Background: an optimization exercise with open tools, aiming at small area, a short achievable clock period and few clock cycles. Do not read the settings as production practice.
In this exercise RTL edits were held to simulation tests only and were not proved equivalent to the original.
The flow treats the clock pin as an ideal source. Dropping or thinning the clock tree relies on that and would not hold on a real chip.
Power and IR drop assume default switching activity.

// HT_TOP
module HT_TOP (
    input  wire       clk,
    input  wire       rst_n,
    input  wire       in_valid,
    input  wire [2:0] in_weight,
    input  wire       out_mode,
    output reg        out_valid,
    output reg        out_code
);
reg  [3:0]  t;
reg         pend;
reg         mode_q;
reg  [14:0] ptr;
reg  [39:0] code;
reg  [4:0]  w0, w1, w2;
reg  [3:0]  w3, w4, w5, w6;
reg  [2:0]  w7;
wire [47:0] wl = {3'd0, w7, 2'd0, w6, 2'd0, w5, 2'd0, w4, 2'd0, w3,
                  1'b0, w2, 1'b0, w1, 1'b0, w0};
wire       merge = t[3];
wire [2:0] u     = t[2:0];
wire [4:0] newslot;
assign newslot[0] = (u == 3'd4);
assign newslot[1] = mode_q ? (u == 3'd2) : (u == 3'd5);
assign newslot[2] = mode_q ? (u == 3'd5) : (u == 3'd6);
assign newslot[3] = mode_q ? (u == 3'd0) : (u == 3'd7);
assign newslot[4] = mode_q ? (u == 3'd1) : (u == 3'd3);
wire [7:0] vld;
genvar v;
generate
    for (v = 0; v < 8; v = v + 1) begin : VLD
        assign vld[v] = merge ? (u + v < 6) : (u > v);
    end
endgenerate
wire [47:0] wa;
wire [14:0] pa;
wire [39:0] ca;
HT_OP u_a (
    .merge(merge), .wl(wl), .xin(w7), .vld(vld), .newslot(newslot),
    .pin(ptr), .cin(code), .wo(wa), .po(pa), .co(ca)
);
wire [7:0]  c0       = code[7:0];
wire        c0_last  = (c0[7:2] == 6'd0);
wire        all_done = c0_last & (code[15:8] == 8'd0);
wire [39:0] code_sh  = c0_last ? {8'd0, code[39:8]} : {code[39:8], 1'b0, c0[7:1]};
wire snd    = (t == 4'd15);
wire idle   = ~merge & ~pend;
wire fin    = (t == 4'd14);
wire ov_d   = fin | (snd & ~all_done);
wire [39:0] code_d = snd ? code_sh : idle ? {5{8'd1}} : ca;
always @(posedge clk) begin
    mode_q <= out_mode;
    ptr    <= pa;
    code   <= code_d;
    w7     <= in_valid ? in_weight : wa[44:42];
    {w6, w5, w4, w3, w2, w1, w0} <=
        {wa[39:36], wa[33:30], wa[27:24], wa[21:18],
         wa[16:12], wa[10:6], wa[4:0]};
end
always @(posedge clk or negedge rst_n) begin
    if (!rst_n) begin
  ...
For scale: about 530 cells after synthesis, roughly 9 I/O pins, about 5000 sq um of cells after synthesis.
Settings: LEC_CHECK=0, ABC_AREA=1, CAP_MARGIN=20, CORE_MARGIN=2, CORE_UTILIZATION=40, CTS_BUF_LIST=sky130_fd_sc_hd__clkbuf_8, SLEW_MARGIN=20; clock period 32.0 ns.
standard.sh (not shown) runs the stock make flow with config.mk's settings and CLKGATE_MAP_FILE= SYNTH_SCRIPT=/design/flow/synth_recipe.tcl, a recipe that flattens the netlist after the stock synthesis.
==> flow/flow/run.sh <==
#!/bin/bash
# Layout: the standard ORFS flow (standard.sh), with these changes:
#  - synthesis: no half/full adder cell extraction (ADDER_MAP_FILE empty),
#    and ABC maps with flow/area.abc (see flow/own_synth.tcl);
#  - ports are buffered with buf_2 cells instead of the default choice.
# make's full output goes to standard.log; ORFS keeps each step's log under
# orfs/logs.
set -uo pipefail
export OWN_WORK_DIR=$PWD
export OWN_FLOW_DIR=$PWD/flow
bash standard.sh "SYNTH_SCRIPT=$OWN_FLOW_DIR/own_synth.tcl" ADDER_MAP_FILE= \
    "BUFFER_PORTS_ARGS=-buffer_cell sky130_fd_sc_hd__buf_2" \
    finish > standard.log 2>&1
status=$?
tail -n 30 standard.log
exit $status
==> flow/flow/area.abc <==
strash
&get -n
&fraig -x
&put
scorr
dc2
strash
&get -n
&dch -f
&nf -R 1000
&put
==> flow/flow/own_synth.tcl <==
# The standard flow's synthesis (synth_recipe.tcl in the work folder), with one change:
# ABC maps the logic with flow/area.abc instead of ORFS's abc_area.script.
# Registers are mapped before ABC runs, so they are the same as the standard flow's.
proc abc {args} {
  set i [lsearch -exact $args -script]
  if {$i >= 0} {
    lset args [expr {$i + 1}] [file join $::env(OWN_FLOW_DIR) area.abc]
  }
  yosys abc {*}$args
}
source [file join $::env(OWN_WORK_DIR) synth_recipe.tcl]
The first run finished with timing, DRC and antenna clean.
Testbench counts at the start, summed over its fixed seeds: cycles 11,025.
==> next run, changes <==
==> flow/run.sh (new file) <==
#!/bin/bash
# synth_recipe.tcl (not shown) runs the flow's synth.tcl, then flattens the netlist and writes it again
# the make line also repeats each setting of config.mk as NAME=value (left out here)
make -C /OpenROAD-flow-scripts/flow DESIGN_CONFIG=/design/flow/config.mk WORK_HOME=/design/flow/orfs CLKGATE_MAP_FILE= SYNTH_SCRIPT=/design/flow/synth_recipe.tcl finish
removed: flow/flow/run.sh
removed: flow/flow/area.abc
removed: flow/flow/own_synth.tcl
removed: flow/standard.sh
=>
- worst setup slack gets worse by 0.37 ns
- total power goes up by 20%
- register-to-register slack gets better by 1.1 ns
- final area goes up by about 17%
- wire length goes up by about 19%
- cell count goes up by 32%
- critical path depth is unchanged
- die area goes up by 22%
- sequential share of layout area goes down by 6.2 points
- global-route usage goes down by 0.29 points
- non-clock buffer count goes down by 9

========
v53:
The RTL this note starts from:
==> flow/design.v <==
module HT_OP (
    input         merge,
    input  [47:0] wl,
    input  [2:0]  xin,
    input  [7:0]  vld,
    input  [4:0]  newslot,
    input         hold,
    input  [14:0] pin,
    output [47:0] wo,
    output [14:0] po,
    output [2:0]  k,
    output [4:0]  sum
);
    function lt6;
        input [5:0] a, b;
        integer n;
        reg res;
        begin
            res = 1'b0;
            for (n = 0; n < 6; n = n + 1)
                res = (~a[n] & b[n]) | ((~a[n] | b[n]) & res);
            lt6 = res;
        end
    endfunction
    wire [5:0] w [0:7];
    wire [5:0] r [0:7];
    wire [7:0] c;
    wire [5:0] x;
    genvar i, s;
    generate
        for (i = 0; i < 8; i = i + 1) begin : UNP
            assign w[i] = wl[6*i +: 6];
        end
        for (i = 0; i < 8; i = i + 1) begin : REM
            if (i < 6) begin : SH
                assign r[i] = merge ? w[i+2] : {3'b000, w[i][2:0]};
            end else begin : TL
                assign r[i] = {3'b000, w[i][2:0]};
            end
            if (i < 6) begin : CM
                assign c[i] = vld[i] & lt6(r[i], x);
            end else begin : CI
                assign c[i] = vld[i] & lt6(r[i], {3'b000, xin});
            end
        end
    endgenerate
    assign sum = w[0][3:0] + w[1][3:0];
    assign x = merge ? {1'b0, sum} : {3'b000, xin};
    assign k[2] = c[3];
    assign k[1] = (c[1] & ~c[3]) | c[5];
    assign k[0] = (c[0] & ~c[1]) | (c[2] & ~c[3]) | (c[4] & ~c[5]) | c[6];
    generate
        for (i = 0; i < 8; i = i + 1) begin : INS
            if (i == 0) begin : F
                assign wo[6*i +: 6] = c[i] ? r[i] : x;
            end else begin : N
                assign wo[6*i +: 6] = c[i] ? r[i] : (c[i-1] ? x : r[i-1]);
            end
        end
        for (s = 0; s < 5; s = s + 1) begin : SLOT
            wire [2:0] p = pin[3*s +: 3];
            assign po[3*s +: 3] = newslot[s] ? k : (p + {2'b00, ~hold & (p >= k)});
        end
    endgenerate
endmodule
module HT_PATH (
    input  [2:0] p,
    input  [2:0] k1, k2, k3,
    input  [1:0] k4, k5,
    input        k6,
    output [7:1] h,
    output [7:1] b
);
    function [6:1] step;
        input [7:1] g;
        input [2:0] km;
        integer i;
        begin
            step = 6'd0;
            for (i = 1; i <= 6; i = i + 1)
                step[i] = (i <= km) ? (~g[2] | ((i + 2 <= 7) ? g[(i + 2) % 8] : 1'b0))
                                    : g[i + 1];
        end
    endfunction
    wire [7:1] g1;
    genvar i;
    generate
        for (i = 1; i <= 7; i = i + 1) begin : T1
            assign g1[i] = (p >= i);
        end
    endgenerate
    wire [6:1] g2 = step(g1, k1);
    wire [6:1] g3w = step({1'b0, g2}, k2);
    wire [5:1] g3 = g3w[5:1];
    wire [6:1] g4w = step({2'b00, g3}, k3);
    wire [6:1] g5w = step({3'b000, g4w[4:1]}, {1'b0, k4});
    wire [6:1] g6w = step({4'b0000, g5w[3:1]}, {1'b0, k5});
    wire [6:1] g7w = step({5'b00000, g6w[2:1]}, {2'b00, k6});
    wire [4:1] g4 = g4w[4:1];
    wire [3:1] g5 = g5w[3:1];
    wire [2:1] g6 = g6w[2:1];
    wire       g7 = g7w[1];
    assign h = {1'b1, ~g6[2], ~g5[2], ~g4[2], ~g3[2], ~g2[2], ~g1[2]};
    assign b = {~g7, ~g6[1], ~g5[1], ~g4[1], ~g3[1], ~g2[1], ~g1[1]};
endmodule
`timescale 1ns/1ps
module HT_TOP (
    input  wire       clk,
    input  wire       rst_n,
    input  wire       in_valid,
    input  wire [2:0] in_weight,
    input  wire       out_mode,
    output reg        out_valid,
    output reg        out_code
);
reg  [3:0]  t;
reg         pend;
reg         mode_q;
reg  [14:0] ptr;
reg  [2:0]  sc;       
reg  [2:0]  m;        
reg  [3:0]  w0, w1, w3, w4, w5, w6;
reg  [4:0]  w2;
reg  [2:0]  w7;
wire [47:0] wl = {3'd0, w7, 2'd0, w6, 2'd0, w5, 2'd0, w4, 2'd0, w3,
                  1'b0, w2, 2'd0, w1, 2'd0, w0};
wire [2:0] u     = t[2:0];
wire       merge = t[3] & ~(u[2] & (u[1] | u[0]));
wire       keep  = t[3] & u[2] & (u[1] | u[0]);
wire [4:0] newslot;
assign newslot[0] = ~t[3] & (u == 3'd4);
assign newslot[1] = ~t[3] & (mode_q ? (u == 3'd2) : (u == 3'd5));
assign newslot[2] = ~t[3] & (mode_q ? (u == 3'd5) : (u == 3'd6));
assign newslot[3] = ~t[3] & (mode_q ? (u == 3'd0) : (u == 3'd7));
assign newslot[4] = ~t[3] & (mode_q ? (u == 3'd1) : (u == 3'd3));
wire [7:0] vld;
genvar v;
generate
    for (v = 0; v < 8; v = v + 1) begin : VLD
        assign vld[v] = keep | (merge ? (u + v < 6) : (u > v));
    end
endgenerate
wire [47:0] wa;
wire [14:0] pa;
wire [2:0]  ka;
wire [4:0]  sa;
HT_OP u_a (
    .merge(merge), .wl(wl), .xin(keep ? 3'd7 : w7), .vld(vld),
    .newslot(newslot), .hold(t[3]),
    .pin(ptr), .wo(wa), .po(pa), .k(ka), .sum(sa)
);
wire fin  = (t == 4'd13);
reg [2:0] ps;
always @(*) begin
    case (sc)
        3'd0:    ps = ptr[2:0];
        3'd1:    ps = ptr[5:3];
        3'd2:    ps = ptr[8:6];
        3'd3:    ps = ptr[11:9];
        default: ps = ptr[14:12];
    endcase
end
wire k6a = (w2 < sa);
wire k6  = fin ? k6a : w0[0];
wire [7:1] h, b;
HT_PATH u_path (.p(ps), .k1(w3[2:0]), .k2(w4[2:0]), .k3(w5[2:0]),
                .k4(w6[1:0]), .k5(w7[1:0]), .k6(k6), .h(h), .b(b));
wire [7:1] rest = h & ((7'd1 << (m - 3'd1)) - 7'd1);
reg  [2:0] mn;
always @(*) begin
    casez (rest)
        7'b?1?????: mn = 3'd6;
        7'b?01????: mn = 3'd5;
        7'b?001???: mn = 3'd4;
        7'b?0001??: mn = 3'd3;
        7'b?00001?: mn = 3'd2;
        7'b?000001: mn = 3'd1;
        default:    mn = 3'd7;
    endcase
end
wire more = (rest != 7'd0);
wire bit_m = b[m];
wire snd  = (t == 4'd14);
wire idle = ~t[3] & ~pend;
wire emit = fin | snd;
wire last = ~more & (sc == 3'd4);
always @(posedge clk) begin
    mode_q <= out_mode;
    ptr <= pa;
    if (emit) begin
        m  <= mn;
        sc <= more ? sc : sc + 3'd1;
    end else begin
        m  <= 3'd7;
        sc <= 3'd0;
    end
    w7 <= in_valid ? in_weight : merge ? ka : wa[44:42];
    {w6, w5, w4, w3, w2} <=
        {wa[39:36], wa[33:30], wa[27:24], wa[21:18], wa[16:12]};
    {w1, w0[3:1]} <= {wa[9:6], wa[3:1]};
    w0[0] <= fin ? k6a : wa[0];
end
always @(posedge clk) begin
    pend      <= in_valid;
    out_valid <= emit;
    out_code  <= emit & bit_m;
end
always @(posedge clk or negedge rst_n) begin
    if (!rst_n)
        t <= 4'd0;
    else if ((snd & last) | idle)
        t <= 4'd0;
    else if (!snd)
        t <= t + 4'd1;
end
endmodule
clock: 32.0 ns
lec_check: 0
abc_area: 1
cap_margin: 0
core_margin: 2
core_utilization: 60
gpl_timing_driven: 0
slew_margin: 0
==> flow/flow/run.sh <==
#!/bin/bash
# Layout: the standard ORFS flow (standard.sh), with these changes:
#  - synthesis: no half/full adder cell extraction (ADDER_MAP_FILE empty),
#    and ABC maps with flow/area.abc (see flow/own_synth.tcl);
#  - ports are buffered with buf_2 cells instead of the default choice;
#  - clock tree: four clkbuf_16 cells fed by the clock port, one per
#    cluster of flip-flops (flow/own_cts.tcl, flow/own_clock.tcl), in place
#    of TritonCTS's H-tree.
# make's full output goes to standard.log; ORFS keeps each step's log under
# orfs/logs.
set -uo pipefail
export OWN_WORK_DIR=$PWD
export OWN_FLOW_DIR=$PWD/flow
bash standard.sh "SYNTH_SCRIPT=$OWN_FLOW_DIR/own_synth.tcl" ADDER_MAP_FILE= \
    "BUFFER_PORTS_ARGS=-buffer_cell sky130_fd_sc_hd__buf_2" \
    "PRE_CTS_TCL=$OWN_FLOW_DIR/own_cts.tcl" \
    finish > standard.log 2>&1
status=$?
tail -n 30 standard.log
exit $status
==> flow/flow/area.abc <==
strash
&get -n
&fraig -x
&put
scorr
dc2
strash
dch -f
amap -F 4 -A 10 -x
Other scripts of this flow, unchanged in this note and not shown: flow/flow/own_clock.tcl, flow/flow/own_cts.tcl, flow/flow/own_synth.tcl
Testbench counts of v53, summed over its fixed seeds: cycles 10,705.
The following lists how v15 was set up differently from v53:
==> flow/flow/area.abc <==
strash
&get -n
&fraig -x
&put
scorr
dc2
dc2
strash
dch -f
amap -F 4 -A 10 -m -x
## What came out
v15 completed end to end with timing, DRC and antenna clean. [v15] placed wire-length estimate fell about 2.4% relative to v53. v15 vs v53 on fraction of the mapped netlist area in compound gates: v15 is the lower one. Status: count of non-filler cells in the finished layout parity (v53, v15). v53 → v15: post-layout worst setup margin lower; cell area power density roughly the same.
Here is what was changed in the inputs of v6 compared with v15.
==> flow/flow/area.abc <==
strash
&get -n
&fraig -x
&put
scorr
dc2
strash
&get -n
&dch -f
&nf -R 1000
&put
Notes after the runs:
v6 vs v15 on first-pass GRT wire length: v6 is the lower one.
The run showing the greater worst setup slack after placement is v6.
Final non-filler cell area: v6 vs v15 up about 3%
The starting density of the core in v6 sits 1.4 points below the value recorded for v15.
--- input diff v6..v38 ---
- a change of SLEW_MARGIN from 0 to 70
==> flow/flow/area.abc <==
strash
&get -n
&fraig -x
&put
scorr
dc2
strash
dch -f
amap -F 4 -A 10 -x
Results
v38: all stages complete, timing, DRC and antenna checks passed
In v38, the simple logic cell fraction of the synthesized area came out 8.2 points below the value in v6.
First-pass GRT wire length: higher on v38
v38 vs v6: layout-stage area growth over the synthesis result up
Route | v38 vs v6 | wire longer in v38
Between v6 and v38, the flow reports total net switching power increasing by more than 10%.
v38 ended up with a lower final worst-path setup slack than v6 did.
Compared with v6, in v38 via-per-instance ratio went up, number of maximum-capacitance constraint violations did not really move, maximum frequency saw little to no change.
Changes in v47 relative to v38:
- swapping 70 for 50 in SLEW_MARGIN
Against v38, routed wire length in v47 came out better.
Via count ends up higher on v38.
Comparing v47 and v38, met1 usage is lower on v47.
From v38 to v47 the numbers moved as follows: final critical-path share of the clock period went up 0.27 points; number of fill cells in the layout went up about 9%.
Compared to v38, v47 shows a narrower setup margin.
Power (lower): v47
Measured against v38, the post-layout instance area of v47 comes out at 0.930 times the reference value.
The final reports for v47 and v38 show relative slew slack lower in the former.
For the first-iteration DRC count, v47 came in 16% higher than v38 did.
In every run of this note, the design's own scripts or RTL, not TritonCTS, make the clock network.

==> separate check: timing with driven ports <==
No port has a modelled driver above. Below, the same layouts with a new extraction and two added sets of constraints.
Step 1 sets driving cells, clkbuf_16 on the clock port and buf_2 on the other inputs (assumed; they add their load-dependent delay and slew).
Step 2 moves the port delays by t, midway between the first and last clock arrival at a register: inputs arrive t later, outputs are due t later. That takes back most of the time a late clock gives input paths.
Slacks: ideal ports / drivers / drivers and shift; pairs: ideal ports / drivers.
| run | t (ns) | slack for setup (ns) | slew at the worst register clock pin (ns) |
|---|---|---|---|
| the first run of note 1 | 0.415 | 24.726 / 24.694 / 25.035 | 0.11 / 0.11 |
| the second run of note 1 | 0.424 | 24.353 / 24.315 / 24.425 | 0.11 / 0.11 |
| v53 | 0.214 | 24.159 / 24.159 / 24.159 | 0.08 / 0.08 |
| v15 | 0.216 | 23.942 / 23.942 / 23.942 | 0.09 / 0.09 |
| v6 | 0.221 | 25.032 / 24.969 / 24.871 | 0.08 / 0.08 |
| v38 | 0.223 | 25.027 / 24.942 / 24.863 | 0.08 / 0.08 |
| v47 | 0.220 | 24.942 / 24.953 / 24.784 | 0.08 / 0.08 |
After both steps every run listed still meets setup and hold. The setup slack of v38, which loses most, moves by -0.085 ns with the drivers and by -0.164 ns with both steps.
